This design comes from an exercise in tuning for small area on the open sky130 flow, not from production work. Where RTL was checked, it was by simulation tests only, not by an equivalence proof against the original. Power figures rest on the tool's default switching activity, not on a simulated workload. No driver is modelled on the clock port, so clocking that relies on it looks cheaper here than on a real chip.

// canny_top
module canny_top #(
    parameter IMG_W = 256
)(
    input  wire        clk,
    input  wire        rst,
    input  wire [7:0]  pixel_in,
    output wire        out_valid,
    output wire [7:0]  pixel_out
);
    function [11:0] rca;
        input [11:0] a, b;
        input        cin;
        integer i;
        reg c;
        begin
            c = cin;
            for (i = 0; i < 12; i = i + 1) begin
                rca[i] = a[i] ^ b[i] ^ c;
                c = (a[i] & b[i]) | (a[i] & c) | (b[i] & c);
            end
        end
    endfunction
    reg  [7:0] col;
    reg  [2:0] row;
    wire [10:0] cnt = {row, col};
    always @(posedge clk) begin
        if (rst) begin
            col <= 8'd1;
            row <= 3'd0;
        end else begin
            col <= col + 8'd1;
            if (col == 8'd255 && row != 3'd7)
                row <= row + 3'd1;
        end
    end
    reg [8*512-1:0] xc;
    always @(posedge clk)
        xc <= {xc[8*511-1:0], rst ? 8'd0 : pixel_in};    
    wire [7:0] x_bot = pixel_in;
    wire [7:0] x_mid = xc[8*256-1 -: 8];
    wire [7:0] x_top = xc[8*512-1 -: 8];
    wire [11:0] tb_w  = rca({4'b0, x_top}, {4'b0, x_bot}, 1'b0);
    wire [11:0] an_w  = rca(tb_w, {3'b0, x_mid, 1'b0}, 1'b0);
    wire [9:0]  a_new = an_w[9:0];
    wire [11:0] bn_w  = rca({4'b0, x_bot}, ~{4'b0, x_top}, 1'b1);
    wire [8:0]  b_new = bn_w[8:0];    
    reg [9:0]        a1, a2;
    reg [8:1]        b1h, b2h;
    always @(posedge clk) begin
        a1 <= a_new; a2 <= a1;
        b1h <= b_new[8:1]; b2h <= b1h;
    end
    wire [8:0] b1 = {b1h, a1[0]};
    wire [8:0] b2 = {b2h, a2[0]};
    wire [11:0] fx_w = rca({2'b0, a_new}, ~{2'b0, a2}, 1'b1);
    wire [10:0] fx = fx_w[10:0];
    wire [11:0] fy_1 = rca({{3{b2[8]}}, b2}, {{3{b_new[8]}}, b_new}, 1'b0);
    wire [11:0] fy_w = rca(fy_1, {{2{b1[8]}}, b1, 1'b0}, 1'b0);
    wire [10:0] fy = fy_w[10:0];
    wire [9:0]  ax = fx[10] ? -fx[9:0] : fx[9:0];
    wire [9:0]  ay = fy[10] ? -fy[9:0] : fy[9:0];
    wire [11:0] mag_w = rca({2'b0, ax}, {2'b0, ay}, 1'b0);
    wire [10:0] mag = mag_w[10:0];    
  ...
export LEC_CHECK = 0
export ABC_AREA = 1
export CAP_MARGIN = 60
export CORE_MARGIN = 2
export CORE_UTILIZATION = 65
export SLEW_MARGIN = 60
create_clock -name core_clock -period 12.0 [get_ports {clk}]
standard.sh (not shown) runs the stock make flow with config.mk's settings and CLKGATE_MAP_FILE= SYNTH_SCRIPT=/design/flow/synth_recipe.tcl, a recipe that flattens the netlist after the stock synthesis.
==> flow/flow/run.sh <==
#!/bin/bash
# Standard layout (the standard.sh), with clock tree synthesis told not to
# add dummy balancing loads and to cluster up to 32 flip-flops per leaf buffer.
set -euo pipefail
export CTS_ARGS="-sink_clustering_enable -repair_clock_nets -dont_use_dummy_load -sink_clustering_size 32 -sink_clustering_max_diameter 80"
bash standard.sh > standard.log 2>&1
The baseline ran to the end with no violations.
==> next run, changes <==
--- a/flow/design.v
+++ b/flow/design.v
@@ -2,31 +2,18 @@
 module canny_top #(
     parameter IMG_W = 256
 )(
     input  wire        clk,
     input  wire        rst,
     input  wire [7:0]  pixel_in,
     output wire        out_valid,
     output wire [7:0]  pixel_out
 );
-    function [11:0] rca;
-        input [11:0] a, b;
-        input        cin;
-        integer i;
-        reg c;
-        begin
-            c = cin;
-            for (i = 0; i < 12; i = i + 1) begin
-                rca[i] = a[i] ^ b[i] ^ c;
-                c = (a[i] & b[i]) | (a[i] & c) | (b[i] & c);
-            end
-        end
-    endfunction
     reg  [7:0] col;
     reg  [2:0] row;
     wire [10:0] cnt = {row, col};
     always @(posedge clk) begin
         if (rst) begin
             col <= 8'd1;
             row <= 3'd0;
         end else begin
             col <= col + 8'd1;
@@ -34,40 +21,33 @@
                 row <= row + 3'd1;
         end
     end
     reg [8*512-1:0] xc;
     always @(posedge clk)
         xc <= {xc[8*511-1:0], rst ? 8'd0 : pixel_in};    
     wire [7:0] x_bot = pixel_in;
     wire [7:0] x_mid = xc[8*256-1 -: 8];
     wire [7:0] x_top = xc[8*512-1 -: 8];
-    wire [11:0] tb_w  = rca({4'b0, x_top}, {4'b0, x_bot}, 1'b0);
-    wire [11:0] an_w  = rca(tb_w, {3'b0, x_mid, 1'b0}, 1'b0);
-    wire [9:0]  a_new = an_w[9:0];
-    wire [11:0] bn_w  = rca({4'b0, x_bot}, ~{4'b0, x_top}, 1'b1);
-    wire [8:0]  b_new = bn_w[8:0];    
+    wire [9:0]        a_new = {2'b0, x_top} + {1'b0, x_mid, 1'b0} + {2'b0, x_bot};
+    wire [8:0] b_new = {1'b0, x_bot} - {1'b0, x_top};    
     reg [9:0]        a1, a2;
     reg [8:1]        b1h, b2h;
     always @(posedge clk) begin
         a1 <= a_new; a2 <= a1;
         b1h <= b_new[8:1]; b2h <= b1h;
     end
     wire [8:0] b1 = {b1h, a1[0]};
     wire [8:0] b2 = {b2h, a2[0]};
-    wire [11:0] fx_w = rca({2'b0, a_new}, ~{2'b0, a2}, 1'b1);
-    wire [10:0] fx = fx_w[10:0];
-    wire [11:0] fy_1 = rca({{3{b2[8]}}, b2}, {{3{b_new[8]}}, b_new}, 1'b0);
-    wire [11:0] fy_w = rca(fy_1, {{2{b1[8]}}, b1, 1'b0}, 1'b0);
-    wire [10:0] fy = fy_w[10:0];
+    wire [10:0] fx = {1'b0, a_new} - {1'b0, a2};
+    wire [10:0] fy = {{2{b2[8]}}, b2} + {b1[8], b1, 1'b0} + {{2{b_new[8]}}, b_new};
     wire [9:0]  ax = fx[10] ? -fx[9:0] : fx[9:0];
     wire [9:0]  ay = fy[10] ? -fy[9:0] : fy[9:0];
-    wire [11:0] mag_w = rca({2'b0, ax}, {2'b0, ay}, 1'b0);
-    wire [10:0] mag = mag_w[10:0];    
+    wire [10:0] mag = {1'b0, ax} + {1'b0, ay};    
     wire [9:0]  mh  = mag[10:1];
     wire        quad = fx[10] ^ fy[10];
     wire [9:0]  tan22 = (ax >> 2) + (ax >> 3) + (ax >> 5) + (ax >> 7);
     wire [10:0] d22   = {1'b0, ay} - {1'b0, tan22};    
     localparam [1:0] C_H    = 2'd0,    
                      C_D    = 2'd1,    
                      C_V    = 2'd2,    
                      C_W    = 2'd3;    
     wire [1:0] cls = d22[10]                  ? C_H :
@@ -135,30 +115,27 @@
     reg [8*255-1:0] nc_b;       
     always @(posedge clk) begin
         nc_a <= {nc_a[8*256-1:0], ns_new};
         nc_b <= {nc_b[8*254-1:0], nc_a[8*257-1 -: 8]};
     end
     wire [7:0] n_bot = ns_new;
     wire [7:0] n_mid = nc_a[8*256-1 -: 8];
     wire [7:0] n_top = nc_b[8*255-1 -: 8];
     wire [7:0] din   = nc_a[8*257-1 -: 8];
-    wire [11:0] s_1 = rca({4'b0, n_top}, {4'b0, n_mid}, 1'b0);
-    wire [11:0] s_w = rca(s_1, {4'b0, n_bot}, 1'b0);
-    wire [9:0] s_new = s_w[9:0];
+    wire [9:0] s_new = {2'b0, n_top} + {2'b0, n_mid} + {2'b0, n_bot};
     reg  [9:0] s1, s2;
     always @(posedge clk) begin
         s1 <= s_new;
         s2 <= s1;
     end
-    wire [11:0] sum_1 = rca({2'b0, s_new}, {2'b0, s1}, 1'b0);
-    wire [11:0] sum9 = rca(sum_1, {2'b0, s2}, 1'b0);
+    wire [11:0] sum9 = {2'b0, s_new} + {2'b0, s1} + {2'b0, s2};
     wire [7:0]  din_nx  = (col == 8'd250) ? nc_a[8*254-1 -: 8] : n_mid;
-    wire [11:0] din9_nx = rca({1'b0, din_nx, 3'b000}, {4'b0, din_nx}, 1'b0) + 12'd8;
+    wire [11:0] din9_nx = {1'b0, din_nx, 3'b000} + {4'b0, din_nx} + 12'd8;
     wire        ge_nx   = (sum9 <= din9_nx);
     reg         ge_mean;
     wire        is_strong  = (din >= 8'd155) && ge_mean;
     wire        is_weak    = (din >= 8'd130) && ge_mean;    
     wire valid_l = (col != 8'd251) && (col != 8'd252) && (cnt >= 11'd509);
     reg [259:0] hc;             
     reg [7:0]   hcol;
     reg         wrapped;
     reg         connected;
- cell count is higher by 1.6%
- power is lower by about 1%
- fmax is higher by about 14%
- die area is higher by 0.45%
- register-to-register slack improves by 1.5 ns
- wire length is higher by 7.5%
- setup slack improves by 1.4 ns
- core utilization is lower by 0.18 points
- sequential cell count stays the same
- via count is higher by about 2.3%
- global-route usage is higher by 0.86 points
- design area is higher by 0.41%
No functional check of the RTL was part of the first run of this note.

========
Another version of the RTL of canny_top (not shown whole).
Size in the first run: about 12000 cells after synthesis, roughly 11000 flip-flops, about 19 I/O pins, ~220000 µm² of cells after synthesis.
==> flow/config.mk <==
export PLATFORM = sky130hd
export DESIGN_NAME = canny_top
export DESIGN_NICKNAME = canny_top
export VERILOG_FILES = /design/flow/design.v
export SDC_FILE = /design/flow/constraint.sdc
export NUM_CORES = 8
export LEC_CHECK = 0
export ABC_AREA = 1
export CAP_MARGIN = 20
export CORE_MARGIN = 2
export CORE_UTILIZATION = 65
export GPL_TIMING_DRIVEN = 0
export SLEW_MARGIN = 20
==> flow/constraint.sdc <==
create_clock -name core_clock -period 12.0 [get_ports {clk}]
set_input_delay 2.4000 -clock core_clock [delete_from_list [all_inputs] [get_ports {clk}]]
set_output_delay 2.4000 -clock core_clock [all_outputs]
set_load 0.01 [all_outputs]
Scripts as last shown in full above: flow/flow/run.sh
==> next run, changes <==
--- a/flow/design.v
+++ b/flow/design.v
@@ -39,21 +39,18 @@
     wire [11:0] fy_w = rca(fy_1, {{2{b1[8]}}, b1, 1'b0}, 1'b0);
     wire [10:0] fy   = fy_w[10:0];
     wire [9:0]  ax   = fx[10] ? -fx[9:0] : fx[9:0];
     wire [9:0]  ay   = fy[10] ? -fy[9:0] : fy[9:0];
     wire [11:0] mag_w = rca({2'b0, ax}, {2'b0, ay}, 1'b0);
     assign mh = mag_w[10:1];
     wire        quad = fx[10] ^ fy[10];
-    wire [11:0] t1 = rca({4'b0, ax[9:2]}, {5'b0, ax[9:3]}, 1'b0);
-    wire [11:0] t2 = rca({7'b0, ax[9:5]}, {9'b0, ax[9:7]}, 1'b0);
-    wire [11:0] t3 = rca(t1, t2, 1'b0);
-    wire [11:0] d22w = rca({2'b0, ay}, ~t3, 1'b1);            
-    wire [11:0] d67w = rca(d22w, ~{2'b0, ax}, 1'b1);          
-    assign cls = d22w[11]         ? 2'd0 :
-                 d67w[11] ? (quad ? 2'd2 : 2'd1) :
+    wire [9:0]  tan22 = (ax >> 2) + (ax >> 3) + (ax >> 5) + (ax >> 7);
+    wire [10:0] d22   = {1'b0, ay} - {1'b0, tan22};    
+    assign cls = d22[10]         ? 2'd0 :
+                 (d22[9:0] < ax) ? (quad ? 2'd2 : 2'd1) :
                                    2'd3;
 endmodule
 `timescale 1ns / 1ps
 module canny_top #(
     parameter IMG_W = 256
 )(
     input  wire        clk,
@@ -76,41 +73,41 @@
         end
     endfunction
     reg  [7:0] col;
     reg  [2:0] row;
     wire [10:0] cnt = {row, col};
     always @(posedge clk) begin
         if (rst) begin
-            col <= 8'd0;
+            col <= 8'd1;
             row <= 3'd0;
         end else begin
             col <= col + 8'd1;
             if (col == 8'd255 && row != 3'd7)
                 row <= row + 3'd1;
         end
     end
-    reg [8*768-1:0] xc;
+    reg [8*767-1:0] xc;
     always @(posedge clk)
-        xc <= {xc[8*767-1:0], rst ? 8'd0 : pixel_in};    
+        xc <= {xc[8*766-1:0], rst ? 8'd0 : pixel_in};    
     localparam [1:0] C_H = 2'd0,    
                      C_D = 2'd1,    
                      C_V = 2'd2,    
                      C_W = 2'd3;    
     wire [9:0] mh_l;
     wire [1:0] cls_l;
     sobel_unit sob_l (
         .clk(clk),
-        .x_top(xc[8*513-1 -: 8]), .x_mid(xc[8*257-1 -: 8]), .x_bot(xc[7:0]),
+        .x_top(xc[8*512-1 -: 8]), .x_mid(xc[8*256-1 -: 8]), .x_bot(pixel_in),
         .mh(mh_l), .cls(cls_l)
     );
     wire [9:0] mh_u;
     wire [1:0] cls_u;
     sobel_unit sob_u (
         .clk(clk),
-        .x_top(xc[8*768-1 -: 8]), .x_mid(xc[8*512-1 -: 8]), .x_bot(xc[8*256-1 -: 8]),
+        .x_top(xc[8*767-1 -: 8]), .x_mid(xc[8*511-1 -: 8]), .x_bot(xc[8*255-1 -: 8]),
         .mh(mh_u), .cls(cls_u)
     );
     wire valid_l_s = (cnt >= 11'd514) && (col != 8'd0) && (col != 8'd1);
     wire valid_u_s = (cnt >= 11'd769) && (col != 8'd255) && (col != 8'd0);
     reg [9:0] hl0;
     reg [9:0] hu0, hu1, hu2;
     reg [1:0] zl0, zl1;
@@ -234,10 +231,10 @@
                          (wrapped & r_col) |
                          (wrapped & (hcol != 8'd255) & r_col1);
             hcol <= hcol + 8'd1;
             if (hcol == 8'd255)
                 wrapped <= 1'b1;
         end
     end
-    assign out_valid = (cnt >= 11'd515) && (col != 8'd3) && (col != 8'd4);
-    assign pixel_out = {8{hc[7]}};
+    assign out_valid = (cnt >= 11'd516) && (col != 8'd4) && (col != 8'd5);
+    assign pixel_out = {8{hc[8]}};
 endmodule
Effect: Synthesized area hardly moves. Power rose by 1.8%. Non-clock buffer count rose by 4. Synthesized cell count rose by about 0.7%. Clock power is about the same. Wire length barely changes.

========
canny_top, a different RTL version from the one above (not shown whole).
Size in the first run: ~12000 cells after synthesis, roughly 10000 flip-flops, ~19 I/O pins, roughly 220000 um2 of cells after synthesis.
==> flow/config.mk <==
export PLATFORM = sky130hd
export DESIGN_NAME = canny_top
export DESIGN_NICKNAME = canny_top
export VERILOG_FILES = /design/flow/design.v
export SDC_FILE = /design/flow/constraint.sdc
export NUM_CORES = 8
export LEC_CHECK = 0
export ABC_AREA = 1
export CAP_MARGIN = 20
export CORE_MARGIN = 2
export CORE_UTILIZATION = 65
export GPL_TIMING_DRIVEN = 0
export SLEW_MARGIN = 20
==> flow/constraint.sdc <==
create_clock -name core_clock -period 12.0 [get_ports {clk}]
set_input_delay 2.4000 -clock core_clock [delete_from_list [all_inputs] [get_ports {clk}]]
set_output_delay 2.4000 -clock core_clock [all_outputs]
set_load 0.01 [all_outputs]
==> flow/flow/run.sh <==
#!/bin/bash
# Standard layout (the standard.sh), with clock tree synthesis told not to
# add dummy balancing loads and to cluster up to 36 flip-flops per leaf buffer,
# and the port buffers made with the smallest buffer cell.
set -euo pipefail
export CTS_ARGS="-sink_clustering_enable -repair_clock_nets -dont_use_dummy_load -sink_clustering_size 36 -sink_clustering_max_diameter 80"
export BUFFER_PORTS_ARGS="-buffer_cell sky130_fd_sc_hd__buf_1"
bash standard.sh > standard.log 2>&1
The first run finished with timing, DRC and antenna clean.
==> next run, changes <==
--- a/flow/design.v
+++ b/flow/design.v
@@ -102,30 +102,28 @@
         .x_top(xc[8*513-1 -: 8]), .x_mid(xc[8*257-1 -: 8]), .x_bot(xc[7:0]),
         .mh(mh_l), .cls(cls_l)
     );
     wire [9:0] mh_u;
     wire [1:0] cls_u;
     sobel_unit sob_u (
         .clk(clk),
         .x_top(xc[8*768-1 -: 8]), .x_mid(xc[8*512-1 -: 8]), .x_bot(xc[8*256-1 -: 8]),
         .mh(mh_u), .cls(cls_u)
     );
-    wire valid_l_s = (cnt >= 11'd514) && (col != 8'd0) && (col != 8'd1);
+    wire valid_l_s = (col != 8'd0) && (col != 8'd1);
     wire valid_u_s = (cnt >= 11'd769) && (col != 8'd255) && (col != 8'd0);
     reg [9:0] hl0;
     reg [9:0] hu0, hu1, hu2;
     reg [1:0] zl0, zl1;
     reg [1:0] zu0, zu1, zu2, zu3;
     always @(posedge clk) begin
-        if (rst)
-            hl0 <= 10'd0;
-        else if (valid_l_s)
+        if (valid_l_s)
             hl0 <= mh_l;
         if (rst)
             hu0 <= 10'd0;
         else if (valid_u_s)
             hu0 <= mh_u;
         if (valid_l_s)
             zl0 <= cls_l;
         if (valid_u_s)
             zu0 <= cls_u;
         hu1 <= hu0; hu2 <= hu1;
Non-clock buffer count rises by 2.
Die area stays flat.
Total power rises by 0.45%.
Synthesized cell count is about the same.
Final cell count is about the same.
Worst setup slack gets worse by 0.12 ns.

-- afterwards: timing with drivers on the ports --
The flow's constraints put no driver on any port. The routed layouts listed below were extracted and timed again, unchanged, in two steps.
Step 1, drivers: a clkbuf_16 drives clk and a buf_2 each remaining input, both assumed.
Step 2 moves the port delays by t, midway between the first and last clock arrival at a register: inputs arrive t later, outputs are due t later. That takes back most of the time a late clock gives input paths.
Slacks: ideal ports / drivers / drivers and shift; pairs: ideal ports / drivers.
run	shift t [ns]	setup slack, ns	worst register clock-pin slew, ns
the first run of note 1	1.016	0.437 / 0.504 / -0.513	0.11 / 0.11
the second run of note 1	1.016	1.847 / 1.864 / 0.848	0.11 / 0.11
the first run of note 2	0.996	0.493 / 0.493 / 0.493	0.12 / 0.12
the second run of note 2	0.982	0.431 / 0.483 / -0.498	0.12 / 0.12
the first run of note 3	0.973	0.594 / 0.594 / 0.594	0.12 / 0.12
the second run of note 3	0.975	0.474 / 0.474 / 0.474	0.12 / 0.12
With both steps, setup timing fails in the first run of note 1 and the second run of note 2, where it was met with ideal ports. The setup slack of the second run of note 1, which loses most, moves by +0.017 ns with the drivers and by -0.999 ns with both steps.
